This is an optimization exercise on Yosys and OpenROAD, whose aim is small area and a short achievable clock period, not a production implementation.
Function was not checked in any run shown here: the RTL went through the layout flow alone.
Power figures rest on the tool's default switching activity, not on a simulated workload.

==> flow/design.v (outline; a module is shown in full before it is edited, if it fits) <==
// module iq_comp: 619 lines
// module iq_a21o: 3 lines
// module iq_a21oi: 3 lines
// module iq_a22o: 3 lines
// module iq_a22oi: 3 lines
// module iq_and2: 3 lines
// module iq_fa: 3 lines
// module iq_ha: 3 lines
// module iq_inv: 3 lines
// module iq_mux2: 3 lines
// module iq_mux2x2: 3 lines
// module iq_nand2: 3 lines
// module iq_nor2: 3 lines
// module iq_nor2b2: 3 lines
// module iq_nor3: 3 lines
// module iq_o21ai: 3 lines
// module iq_xnor2: 3 lines
// module iq_xor2: 3 lines
// module iq_benc: 8 lines
// module iq_bencn: 8 lines
// module iq_add13: 3 lines
module iq_comp (
	input clk, RESETn,
	input freeze_iqcomp,
	input [1:0] op_mode,
	input [3:0] Ix, Qx,
	input signed [12:0] Wr_in, Wj_in,
	output reg signed [3:0] Iy, Qy,
	output wire settled,
	output reg signed [12:0] Wr, Wj
);
  // ...
==> flow/flow/run.sh <==
#!/bin/bash
# Layout flow: the standard flow, with two changes:
#  - synthesis maps the RTL's leaf modules to the cells given in
#    flow/cells_map.v (via ORFS's SYNTH_CANONICALIZE_TCL hook);
#  - port buffers are buf_2 cells.
set -euo pipefail
here=$(pwd)
export SYNTH_CANONICALIZE_TCL="$here/flow/canon.tcl"
export BUFFER_PORTS_ARGS="-buffer_cell sky130_fd_sc_hd__buf_2"
bash standard.sh > "$here/standard.log" 2>&1
==> flow/flow/canon.tcl <==
# Sourced by ORFS's synthesis canonicalize step (SYNTH_CANONICALIZE_TCL):
# replaces the leaf modules of the RTL by their cell-level views in
# cells_map.v (same functions, as sky130 cells).
set here [file dirname [file normalize [info script]]]
set f [open [file join $here leaf_modules.txt] r]
set leaves [string trim [read $f]]
close $f
foreach m $leaves {
  delete =$m
}
read_verilog [file join $here cells_map.v]
hierarchy -check -top $::env(DESIGN_NAME)
==> flow/flow/cells_map.v <==
// Generated by gen/gen6.py: cell-level views of the leaf modules of rtl/iq_comp.v

module iq_a21o (input a, b, c, output y);
sky130_fd_sc_hd__a21o_1 g (.A1(a), .A2(b), .B1(c), .X(y));
endmodule

module iq_a21oi (input a, b, c, output y);
sky130_fd_sc_hd__a21oi_1 g (.A1(a), .A2(b), .B1(c), .Y(y));
endmodule

module iq_a22o (input a, b, c, d, output y);
sky130_fd_sc_hd__a22o_1 g (.A1(a), .A2(b), .B1(c), .B2(d), .X(y));
endmodule

module iq_a22oi (input a, b, c, d, output y);
sky130_fd_sc_hd__a22oi_1 g (.A1(a), .A2(b), .B1(c), .B2(d), .Y(y));
endmodule

module iq_and2 (input a, b, output y);
sky130_fd_sc_hd__and2_1 g (.A(a), .B(b), .X(y));
endmodule

module iq_fa (input a, b, c, output s, co);
sky130_fd_sc_hd__fa_1 g (.A(a), .B(b), .CIN(c), .SUM(s), .COUT(co));
endmodule

module iq_ha (input a, b, output s, co);
sky130_fd_sc_hd__ha_1 g (.A(a), .B(b), .SUM(s), .COUT(co));
endmodule

module iq_inv (input a, output y);
sky130_fd_sc_hd__inv_1 g (.A(a), .Y(y));
endmodule

module iq_mux2 (input a0, a1, s, output y);
sky130_fd_sc_hd__mux2_1 g (.A0(a0), .A1(a1), .S(s), .X(y));
endmodule

module iq_mux2x2 (input a0, a1, s, output y);
sky130_fd_sc_hd__mux2_2 g (.A0(a0), .A1(a1), .S(s), .X(y));
endmodule

module iq_nand2 (input a, b, output y);
sky130_fd_sc_hd__nand2_1 g (.A(a), .B(b), .Y(y));
endmodule

module iq_nor2 (input a, b, output y);
sky130_fd_sc_hd__nor2_1 g (.A(a), .B(b), .Y(y));
endmodule

module iq_nor2b2 (input a, bn, output y);
sky130_fd_sc_hd__nor2b_2 g (.A(a), .B_N(bn), .Y(y));
endmodule

module iq_nor3 (input a, b, c, output y);
sky130_fd_sc_hd__nor3_1 g (.A(a), .B(b), .C(c), .Y(y));
endmodule

module iq_o21ai (input a, b, c, output y);
sky130_fd_sc_hd__o21ai_0 g (.A1(a), .A2(b), .B1(c), .Y(y));
endmodule

module iq_xnor2 (input a, b, output y);
sky130_fd_sc_hd__xnor2_1 g (.A(a), .B(b), .Y(y));
endmodule

module iq_xor2 (input a, b, output y);
sky130_fd_sc_hd__xor2_1 g (.A(a), .B(b), .X(y));
endmodule



module iq_benc(x, e);
  input [3:0] x;
  wire [3:0] x;
  output [5:0] e;
  wire [5:0] e;
  wire _0_;
  wire _1_;
  sky130_fd_sc_hd__o21a_1 _2_ (
    .A1(x[1]),
    .A2(x[2]),
    .B1(x[3]),
    .X(_1_)
  );
  sky130_fd_sc_hd__nor2_1 _3_ (
    .A(_0_),
    .B(_1_),
    .Y(e[4])
  );
  sky130_fd_sc_hd__xor2_1 _4_ (
    .A(x[1]),
    .B(x[2]),
    .X(e[3])
  );
  sky130_fd_sc_hd__nor2b_1 _5_ (
    .A(x[0]),
    .B_N(x[1]),
    .Y(e[1])
  );
  sky130_fd_sc_hd__a21oi_1 _6_ (
    .A1(x[1]),
    .A2(x[2]),
    .B1(x[3]),
    .Y(_0_)
  );
  assign { e[5], e[2], e[0] } = { x[3], x[1:0] };
endmodule



module iq_bencn(x, e);
  input [3:0] x;
  wire [3:0] x;
  output [5:0] e;
  wire [5:0] e;
  wire _0_;
  wire _1_;
  sky130_fd_sc_hd__clkinv_1 _2_ (
    .A(x[1]),
    .Y(e[2])
  );
  sky130_fd_sc_hd__clkinv_1 _3_ (
    .A(x[3]),
    .Y(e[5])
  );
  sky130_fd_sc_hd__xor2_1 _4_ (
    .A(x[1]),
    .B(x[2]),
    .X(e[3])
  );
  sky130_fd_sc_hd__a21oi_1 _5_ (
    .A1(x[1]),
    .A2(x[2]),
    .B1(x[3]),
    .Y(_0_)
  );
  sky130_fd_sc_hd__o21a_1 _6_ (
    .A1(x[1]),
    .A2(x[2]),
    .B1(x[3]),
    .X(_1_)
  );
  sky130_fd_sc_hd__nor2_1 _7_ (
    .A(_0_),
    .B(_1_),
    .Y(e[4])
  );
  sky130_fd_sc_hd__nor2_1 _8_ (
    .A(e[2]),
    .B(x[0]),
    .Y(e[1])
  );
  assign e[0] = x[0];
endmodule



module iq_add13(A, B, s);
  input [12:0] A;
  wire [12:0] A;
  input [12:0] B;
  wire [12:0] B;
  output [12:0] s;
  wire [12:0] s;
  wire _00_;
  wire _01_;
  wire _02_;
  wire _03_;
  wire _04_;
  wire _05_;
  wire _06_;
  wire _07_;
  wire _08_;
  wire _09_;
  wire _10_;
  wire _11_;
  wire _12_;
  wire _13_;
  wire _14_;
  wire _15_;
  wire _16_;
  wire _17_;
  wire _18_;
  wire _19_;
  wire _20_;
  wire _21_;
  wire _22_;
  wire _23_;
  wire _24_;
  wire _25_;
  wire _26_;
  wire _27_;
  wire _28_;
  wire _29_;
  wire _30_;
  wire _31_;
  wire _32_;
  wire _33_;
  wire _34_;
  wire _35_;
  wire _36_;
  wire _37_;
  wire _38_;
  sky130_fd_sc_hd__nand2_1 _39_ (
    .A(A[0]),
    .B(B[0]),
    .Y(_00_)
  );
  sky130_fd_sc_hd__xor2_1 _40_ (
    .A(A[0]),
    .B(B[0]),
    .X(s[0])
  );
  sky130_fd_sc_hd__nor2_1 _41_ (
    .A(A[11]),
    .B(B[11]),
    .Y(_01_)
  );
  sky130_fd_sc_hd__nand2_1 _42_ (
    .A(A[11]),
    .B(B[11]),
    .Y(_02_)
  );
  sky130_fd_sc_hd__and2_0 _43_ (
    .A(A[10]),
    .B(B[10]),
    .X(_03_)
  );
  sky130_fd_sc_hd__nor2_1 _44_ (
    .A(A[10]),
    .B(B[10]),
    .Y(_04_)
  );
  sky130_fd_sc_hd__nor2_1 _45_ (
    .A(_03_),
    .B(_04_),
    .Y(_05_)
  );
  sky130_fd_sc_hd__nand2_1 _46_ (
    .A(A[9]),
    .B(B[9]),
    .Y(_06_)
  );
  sky130_fd_sc_hd__or2_0 _47_ (
    .A(A[9]),
    .B(B[9]),
    .X(_07_)
  );
  sky130_fd_sc_hd__nand2_1 _48_ (
    .A(A[8]),
    .B(B[8]),
    .Y(_08_)
  );
  sky130_fd_sc_hd__xnor2_1 _49_ (
    .A(A[8]),
    .B(B[8]),
    .Y(_09_)
  );
  sky130_fd_sc_hd__and2_0 _50_ (
    .A(A[7]),
    .B(B[7]),
    .X(_10_)
  );
  sky130_fd_sc_hd__nor2_1 _51_ (
    .A(A[7]),
    .B(B[7]),
    .Y(_11_)
  );
  sky130_fd_sc_hd__and2_0 _52_ (
    .A(A[6]),
    .B(B[6]),
    .X(_12_)
  );
  sky130_fd_sc_hd__nor2_1 _53_ (
    .A(A[6]),
    .B(B[6]),
    .Y(_13_)
  );
  sky130_fd_sc_hd__nor2_1 _54_ (
    .A(_12_),
    .B(_13_),
    .Y(_14_)
  );
  sky130_fd_sc_hd__nand2_1 _55_ (
    .A(A[1]),
    .B(B[1]),
    .Y(_15_)
  );
  sky130_fd_sc_hd__nor2_1 _56_ (
    .A(A[1]),
    .B(B[1]),
    .Y(_16_)
  );
  sky130_fd_sc_hd__xor2_1 _57_ (
    .A(A[1]),
    .B(B[1]),
    .X(_17_)
  );
  sky130_fd_sc_hd__o21ai_0 _58_ (
    .A1(_00_),
    .A2(_16_),
    .B1(_15_),
    .Y(_18_)
  );
  sky130_fd_sc_hd__xnor2_1 _59_ (
    .A(A[2]),
    .B(B[2]),
    .Y(_19_)
  );
  sky130_fd_sc_hd__maj3_1 _60_ (
    .A(A[2]),
    .B(B[2]),
    .C(_18_),
    .X(_20_)
  );
  sky130_fd_sc_hd__xnor2_1 _61_ (
    .A(A[3]),
    .B(B[3]),
    .Y(_21_)
  );
  sky130_fd_sc_hd__maj3_1 _62_ (
    .A(A[3]),
    .B(B[3]),
    .C(_20_),
    .X(_22_)
  );
  sky130_fd_sc_hd__xnor2_1 _63_ (
    .A(A[4]),
    .B(B[4]),
    .Y(_23_)
  );
  sky130_fd_sc_hd__maj3_1 _64_ (
    .A(A[4]),
    .B(B[4]),
    .C(_22_),
    .X(_24_)
  );
  sky130_fd_sc_hd__xnor2_1 _65_ (
    .A(A[5]),
    .B(B[5]),
    .Y(_25_)
  );
  sky130_fd_sc_hd__maj3_1 _66_ (
    .A(A[5]),
    .B(B[5]),
    .C(_24_),
    .X(_26_)
  );
  sky130_fd_sc_hd__a21o_1 _67_ (
    .A1(_14_),
    .A2(_26_),
    .B1(_12_),
    .X(_27_)
  );
  sky130_fd_sc_hd__a211oi_1 _68_ (
    .A1(_14_),
    .A2(_26_),
    .B1(_10_),
    .C1(_12_),
    .Y(_28_)
  );
  sky130_fd_sc_hd__nor2_1 _69_ (
    .A(_11_),
    .B(_28_),
    .Y(_29_)
  );
  sky130_fd_sc_hd__o31ai_1 _70_ (
    .A1(_09_),
    .A2(_11_),
    .A3(_28_),
    .B1(_08_),
    .Y(_30_)
  );
  sky130_fd_sc_hd__o311ai_0 _71_ (
    .A1(_09_),
    .A2(_11_),
    .A3(_28_),
    .B1(_08_),
    .C1(_06_),
    .Y(_31_)
  );
  sky130_fd_sc_hd__nand2_1 _72_ (
    .A(_07_),
    .B(_31_),
    .Y(_32_)
  );
  sky130_fd_sc_hd__a31oi_1 _73_ (
    .A1(_05_),
    .A2(_07_),
    .A3(_31_),
    .B1(_03_),
    .Y(_33_)
  );
  sky130_fd_sc_hd__o21ai_0 _74_ (
    .A1(_01_),
    .A2(_33_),
    .B1(_02_),
    .Y(_34_)
  );
  sky130_fd_sc_hd__xnor2_1 _75_ (
    .A(A[12]),
    .B(B[12]),
    .Y(_35_)
  );
  sky130_fd_sc_hd__xnor2_1 _76_ (
    .A(_34_),
    .B(_35_),
    .Y(s[12])
  );
  sky130_fd_sc_hd__nor2b_1 _77_ (
    .A(_01_),
    .B_N(_02_),
    .Y(_36_)
  );
  sky130_fd_sc_hd__xnor2_1 _78_ (
    .A(_33_),
    .B(_36_),
    .Y(s[11])
  );
  sky130_fd_sc_hd__xnor2_1 _79_ (
    .A(_05_),
    .B(_32_),
    .Y(s[10])
  );
  sky130_fd_sc_hd__nand2_1 _80_ (
    .A(_06_),
    .B(_07_),
    .Y(_37_)
  );
  sky130_fd_sc_hd__xnor2_1 _81_ (
    .A(_30_),
    .B(_37_),
    .Y(s[9])
  );
  sky130_fd_sc_hd__xnor2_1 _82_ (
    .A(_09_),
    .B(_29_),
    .Y(s[8])
  );
  sky130_fd_sc_hd__or2_0 _83_ (
    .A(_10_),
    .B(_11_),
    .X(_38_)
  );
  sky130_fd_sc_hd__xnor2_1 _84_ (
    .A(_27_),
    .B(_38_),
    .Y(s[7])
  );
  sky130_fd_sc_hd__xor2_1 _85_ (
    .A(_14_),
    .B(_26_),
    .X(s[6])
  );
  sky130_fd_sc_hd__xnor2_1 _86_ (
    .A(_24_),
    .B(_25_),
    .Y(s[5])
  );
  sky130_fd_sc_hd__xnor2_1 _87_ (
    .A(_22_),
    .B(_23_),
    .Y(s[4])
  );
  sky130_fd_sc_hd__xnor2_1 _88_ (
    .A(_20_),
    .B(_21_),
    .Y(s[3])
  );
  sky130_fd_sc_hd__xnor2_1 _89_ (
    .A(_18_),
    .B(_19_),
    .Y(s[2])
  );
  sky130_fd_sc_hd__xnor2_1 _90_ (
    .A(_00_),
    .B(_17_),
    .Y(s[1])
  );
endmodule
==> flow/flow/leaf_modules.txt <==
iq_a21o iq_a21oi iq_a22o iq_a22oi iq_and2 iq_fa iq_ha iq_inv iq_mux2 iq_mux2x2 iq_nand2 iq_nor2 iq_nor2b2 iq_nor3 iq_o21ai iq_xnor2 iq_xor2 iq_benc iq_bencn iq_add13
==> flow/standard.sh <==
#!/bin/bash
# synth_recipe.tcl (not shown) runs the flow's synth.tcl, then flattens the netlist and writes it again
# the make line also repeats each setting of config.mk as NAME=value (left out here)
make -C /OpenROAD-flow-scripts/flow DESIGN_CONFIG=/design/flow/config.mk WORK_HOME=/design/flow/orfs CLKGATE_MAP_FILE= SYNTH_SCRIPT=/design/flow/synth_recipe.tcl "${@:-finish}"
==> flow/config.mk <==
export PLATFORM = sky130hd
export DESIGN_NAME = iq_comp
export DESIGN_NICKNAME = iq_comp
export VERILOG_FILES = /design/flow/design.v
export SDC_FILE = /design/flow/constraint.sdc
export NUM_CORES = 4
export LEC_CHECK = 0
export CAP_MARGIN = 20
export CORE_MARGIN = 2
export CORE_UTILIZATION = 40
export SETUP_SLACK_MARGIN = 2.0
export SLEW_MARGIN = 20
export SYNTH_HIERARCHICAL = 1
export SYNTH_MINIMUM_KEEP_SIZE = 0
==> flow/constraint.sdc <==
create_clock -name core_clock -period 8.0 [get_ports {clk}]
set_input_delay 1.6000 -clock core_clock [delete_from_list [all_inputs] [get_ports {clk}]]
set_output_delay 1.6000 -clock core_clock [all_outputs]
set_load 0.01 [all_outputs]
==> flow_metrics.py, run 1 <==
metrics = {
    "global_route": {
        "grt_use_met2": 0.343,
        "grt_start_max_net_pins": 39,
        "grt_antenna_before_repair": 0,
        "grt_overflow_total": 0,
    },
    "synth": {
        "synthArstFlopShare": 0,
        "ys_seq_area_frac": 0.0989,
        "netlist_top_cells_count": "136 x xnor2_1, 88 x a22oi_1, 76 x nand2_1",
        "yosys.area_share.simple": 0.115,
    },
    "floorplan": {
        "die_area_mm2": 0.0183,
        "die_h_um": 135,
        "core_area_mm2": 0.0167,
        "io_pins": 74,
        "die_w_um": 135,
        "start_util": 0.412,
    },
    "worst_setup_path": {
        "path_buf_inv": 1,
        "crit_type": "in2reg",
        "critPathMostFrequentCell": "fa_1",
        "r2r_start": "Qy[1]",
        "r2r-end": "Wr[12]",
        "r2r_slack_ps": 3270,
    },
    "routing": {
        "drt-pass1-iter-count": 5,
        "viasPerCell": 5.38,
        "drc": 0,
        "drt_iter0_markers": 277,
        "topRoutingLayerUsed": "met4",
        "routed_wl_mm": 18.5,
    },
    "finish": {
        "flops_and_latches": 34,
        "clk_share": 0.0195,
        "multi_input_area_share": 0.771,
        "largestRegisters": "Wj x13, Wr x13",
    },
    "place": {
        "place_area_mm2": 0.00746,
        "dpl.cell_count": 1061,
        "globalplace.congestion": 0.847,
    },
    "clock_tree": {
        "h-tree-depth": 2,
        "cts_hold_buf": 0,
        "cts_resized": 8,
        "path_clk_slew_ps": 60,
    },
    "pwr": {
        "seq_cell_power_w": 0.000322,
    },
    "timing": {
        "fin_crit_sh": 0.720,
        "timing.setup.tns_ps": 0,
        "setup_viol": 0,
    },
    "outcome": {
        "status": "complete, no violations",
    },
    "hold_path": {
        "whs_endpoint": "Wj[12]",
    },
}
==> inputs of run 2 (changes only) <==
--- a/flow/config.mk
+++ b/flow/config.mk
@@ -8,7 +8,6 @@
 export CAP_MARGIN = 20
 export CORE_MARGIN = 2
 export CORE_UTILIZATION = 40
-export SETUP_SLACK_MARGIN = 2.0
 export SLEW_MARGIN = 20
 export SYNTH_HIERARCHICAL = 1
 export SYNTH_MINIMUM_KEEP_SIZE = 0
==> flow_metrics.py, run 2 <==
metrics = {
    "clock_tree": {
        "clk_path_buf_depth": 2,
        "cts_hold_buf": 0,
        "cts_tree": "yes",
        "clkLatencyLatePin_ps": 280,
        "h-tree-depth": 2,
        "cts_resized": 0,
        "path_clk_slew_ps": 60,
        "cts_buffers": 5,
        "cts_root_buffer": "clkbuf_16",
        "post_cts_buffers": 0,
        "numClockSinks": 34,
    },
    "global_route": {
        "grt_start_max_net_pins": 39,
        "grt_pass1_vias": 5597,
        "grt_antenna_before_repair": 1,
        "grt_overflow_total": 0,
        "grt_use_total": 0.204,
        "grt_pass1_wl_mm": 29.3,
    },
    "synth": {
        "postSynthRegisterBits": 34,
        "synth_edf_count": 0,
        "netlist_top_cells_area": "fa_1 21%, xnor2_1 17%, dfxtp_1 9.9%",
        "synth_top_area_frac": 0.207,
        "ys_types": 35,
        "synthFlopType": "dfxtp_1",
        "yosysTopAreaCell": "fa_1",
        "synth_most_common_cell": "xnor2_1",
        "syn_area_mm2": 0.00688,
        "syn_area_per_cell_um2": 8.88,
        "syn-instance-count": 775,
        "yosys_warnings": 7,
        "netlist_top_cells_count": "136 x xnor2_1, 88 x a22oi_1, 76 x nand2_1",
        "synthArstFlopShare": 0,
        "ys_seq_area_frac": 0.0989,
    },
    "finish": {
        "antenna_cells": 0,
        "drive_gt1_frac": 0.146,
        "nFillCells": 1679,
        "final_net_count": 987,
        "final_area_mm2": 0.00761,
        "area.sequential_um2": 681,
        "layout_commonest_cell": "xnor2_1",
        "largestRegisters": "Wj x13, Wr x13",
        "multi_input_area_mm2": 0.00590,
        "syn_to_final_growth_pct": 10.7,
        "final_cell_mix": "136 x xnor2_1, 88 x a22oi_1, 76 x nand2_1",
        "fin_cells": 1069,
    },
    "timing": {
        "relSlewSlack": 0.260,
        "fin_crit_sh": 0.807,
        "finalHoldViolCount": 0,
        "timing.setup.tns_ps": 0,
        "period_needed_ps": 6450,
        "setup_viol": 0,
        "fmax_mhz": 155,
        "whs_ps": 715,
        "slew_violations": 0,
        "worstMarginPinSlew_ps": 1110,
        "rsz0062_at_grt": "false",
        "fin_skew_ps": 11.3,
        "layout_setup_ws_ps": 1550,
    },
    "floorplan": {
        "rows": 47,
        "die_h_um": 135,
        "die_area_mm2": 0.0183,
        "die_w_um": 135,
        "start_util": 0.412,
        "core_area_mm2": 0.0167,
        "io_pins": 74,
    },
    "routing": {
        "routed_wl_mm": 18.3,
        "postRouteAntennaNets": 0,
        "drc": 0,
        "drt-pass1-iter-count": 6,
        "vias": 5712,
        "viasPerCell": 5.34,
        "wire_per_inst_um": 17.1,
        "drt_iter0_markers": 304,
    },
    "pwr": {
        "ir_worst_vdd_v": 0.000257,
        "p_per_area_mw_per_mm2": 506,
        "power_leakage_nw": 3.14,
    },
    "worst_setup_path": {
        "path_buf_inv": 1,
        "crit_family": "adder cells",
        "path_max_fanout": 38,
        "cpPeakStageDelay_ps": 760,
        "crit_arrival_ps": 6610,
        "slowest_stage": "nor2b_1",
        "setup.worst_path.start": "Ix[1]",
        "critPathMostFrequentCell": "fa_1",
        "crit_chain": "buf_2 > nor2b_1 > a22oi_1 > xnor2_1 > ha_1 > fa_1 > fa_1 > fa_1 > nor2_1 > nor3_1 > a21o_1 > xor2_1 > a21o_1 > mux2_1",
        "cp-end-kind": "flop",
        "critPathLaunchType": "input pin",
        "r2r-end": "Wr[12]",
        "crit_type": "in2reg",
        "crit_required_ps": 8160,
        "r2r_slack_ps": 3260,
        "r2r_start": "Qy[0]",
        "reg2reg_depth": 13,
    },
    "outcome": {
        "status": "complete, no violations",
    },
    "hold_path": {
        "whs_endpoint": "Wj[12]",
        "hold_class": "reg2reg",
        "hp-start": "Wj[12]",
        "hold_depth": 2,
    },
    "place": {
        "dp_hpwl_mm": 14.4,
        "place_area_mm2": 0.00746,
        "pre_cts_slack_ps": 1320,
        "globalplace.congestion": 0.847,
        "port_buffers": 73,
        "dpl.cell_count": 1061,
    },
    "flow_run": {
        "cap_viol_max_count": 0,
    },
}
-- run 2: routing by layer --
metal / vias up / track usage / part of all wire
li1: 2789 / - / -
met1: 2769 / 0.290 / 0.46
met2: 139 / 0.340 / 0.47
met3: 13 / 0.0191 / 0.056
met4: 2 / 0.0446 / 0.017
met5: - / 0 / 0.00071
-- run 2: how the worst max path moves through the flow --
stage	to	slack [ps]	cells past startpoint
5_1_grt	Qy[1]	1290	14
2_1_floorplan	Qy[0]	2180	14
6_report	Qy[1]	1550	14
3_5_place_dp	Qy[2]	1320	14
4_1_cts	Qy[1]	1590	14
3_3_place_gp	Qy[1]	1340	14
-- run 2: final cells by class --
type	count	share of cell area
Timing Repair Buffer	77	0.0519
Clock inverter	2	0.00164
Clock buffer	6	0.0182
Sequential cell	34	0.0894
Inverter	55	0.0271
Multi-Input combinational cell	675	0.775
Tap cell	220	0.0362
-- run 2: stage by stage --
step                      total power, W  utilization
after global routing             0.00430        0.456
final                            0.00385        0.456
after CTS                        0.00387        0.456
after detailed placement         0.00364        0.447
after global placement           0.00362        0.447
after floorplan                  0.00304            -
-- run 2: modules after synthesis (local to each module, per instance), a selection --
module	cells	flops+latches	cell area, um^2
iq_ha	1	0	12.5
iq_fa	1	0	20.0
iq_comp	63	34	897
iq_nand2	1	0	3.75
iq_add13	52	0	357
iq_a22o	1	0	8.76
iq_a22oi	1	0	7.51
iq_benc	8	0	53.8
iq_a21oi	1	0	5.00
iq_xor2	1	0	8.76
iq_and2	1	0	6.26
iq_nor3	1	0	5.00
iq_mux2	1	0	11.3
iq_bencn	8	0	43.8
-- run 2: report_power, final --
group | switching, W | leakage, nW | internal (W)
Clock | 0.0000783 | 0.0729 | 0.000123
Sequential | 0.0000943 | 0.280 | 0.000228
Combinational | 0.00178 | 2.79 | 0.00155
Total | 0.00195 | 3.14 | 0.00190
-- run 2: cell families (layout without fill, tap and decap cells) --
kind of cell | after synthesis | after routing | synth area share
AOI/OAI and AO/OA | 173 | 173 | 0.186
xor gates and xnor gates | 180 | 180 | 0.229
adders and majority gates | 108 | 108 | 0.271
buffers and inverters | 67 | 140 | 0.0437
DFF | 34 | 34 | 0.0989
muxes | 34 | 34 | 0.0557
other | 1 | 2 | 0.000545
and+or+nand+nor | 178 | 178 | 0.115
-- run 2: worst reg2reg max path, stage by stage (launching register included) --
cell,delay [ps]
dfxtp_1,580
and2_1,210
ha_1,240
fa_1,480
maj3_1,390
maj3_1,430
maj3_1,420
maj3_1,430
a211oi_1,460
o311ai_0,220
a31oi_1,280
o21ai_0,140
xnor2_1,140
a22o_1,220

-- static timing again, ports no longer ideal --
How much do the figures lean on ideal ports? The routed layouts below were timed once more, with nothing changed but the port constraints.
Step 1: set_driving_cell puts a clkbuf_16 on clk and a buf_2 on each other input, an assumption about the parent block.
Step 2 also shifts input and output timing later by t, the mid clock arrival at the registers, as if the neighbouring blocks saw the same clock.
Slacks: ideal ports / drivers / drivers and shift; pairs: ideal ports / drivers.
| run | t, ns | slack for setup (ns) | hold WS [ns] | worst data-port slew with drivers (ns) |
|---|---|---|---|---|
| run 1 | 0.318 | 2.237 / 2.217 / 1.899 | 0.716 / 0.716 / 0.716 | 0.06 |
| run 2 | 0.318 | 1.546 / 1.523 / 1.205 | 0.715 / 0.715 / 0.715 | 0.06 |
After both steps every run listed still meets setup and hold. The setup slack of run 2, which loses most, moves by -0.023 ns with the drivers and by -0.341 ns with both steps.
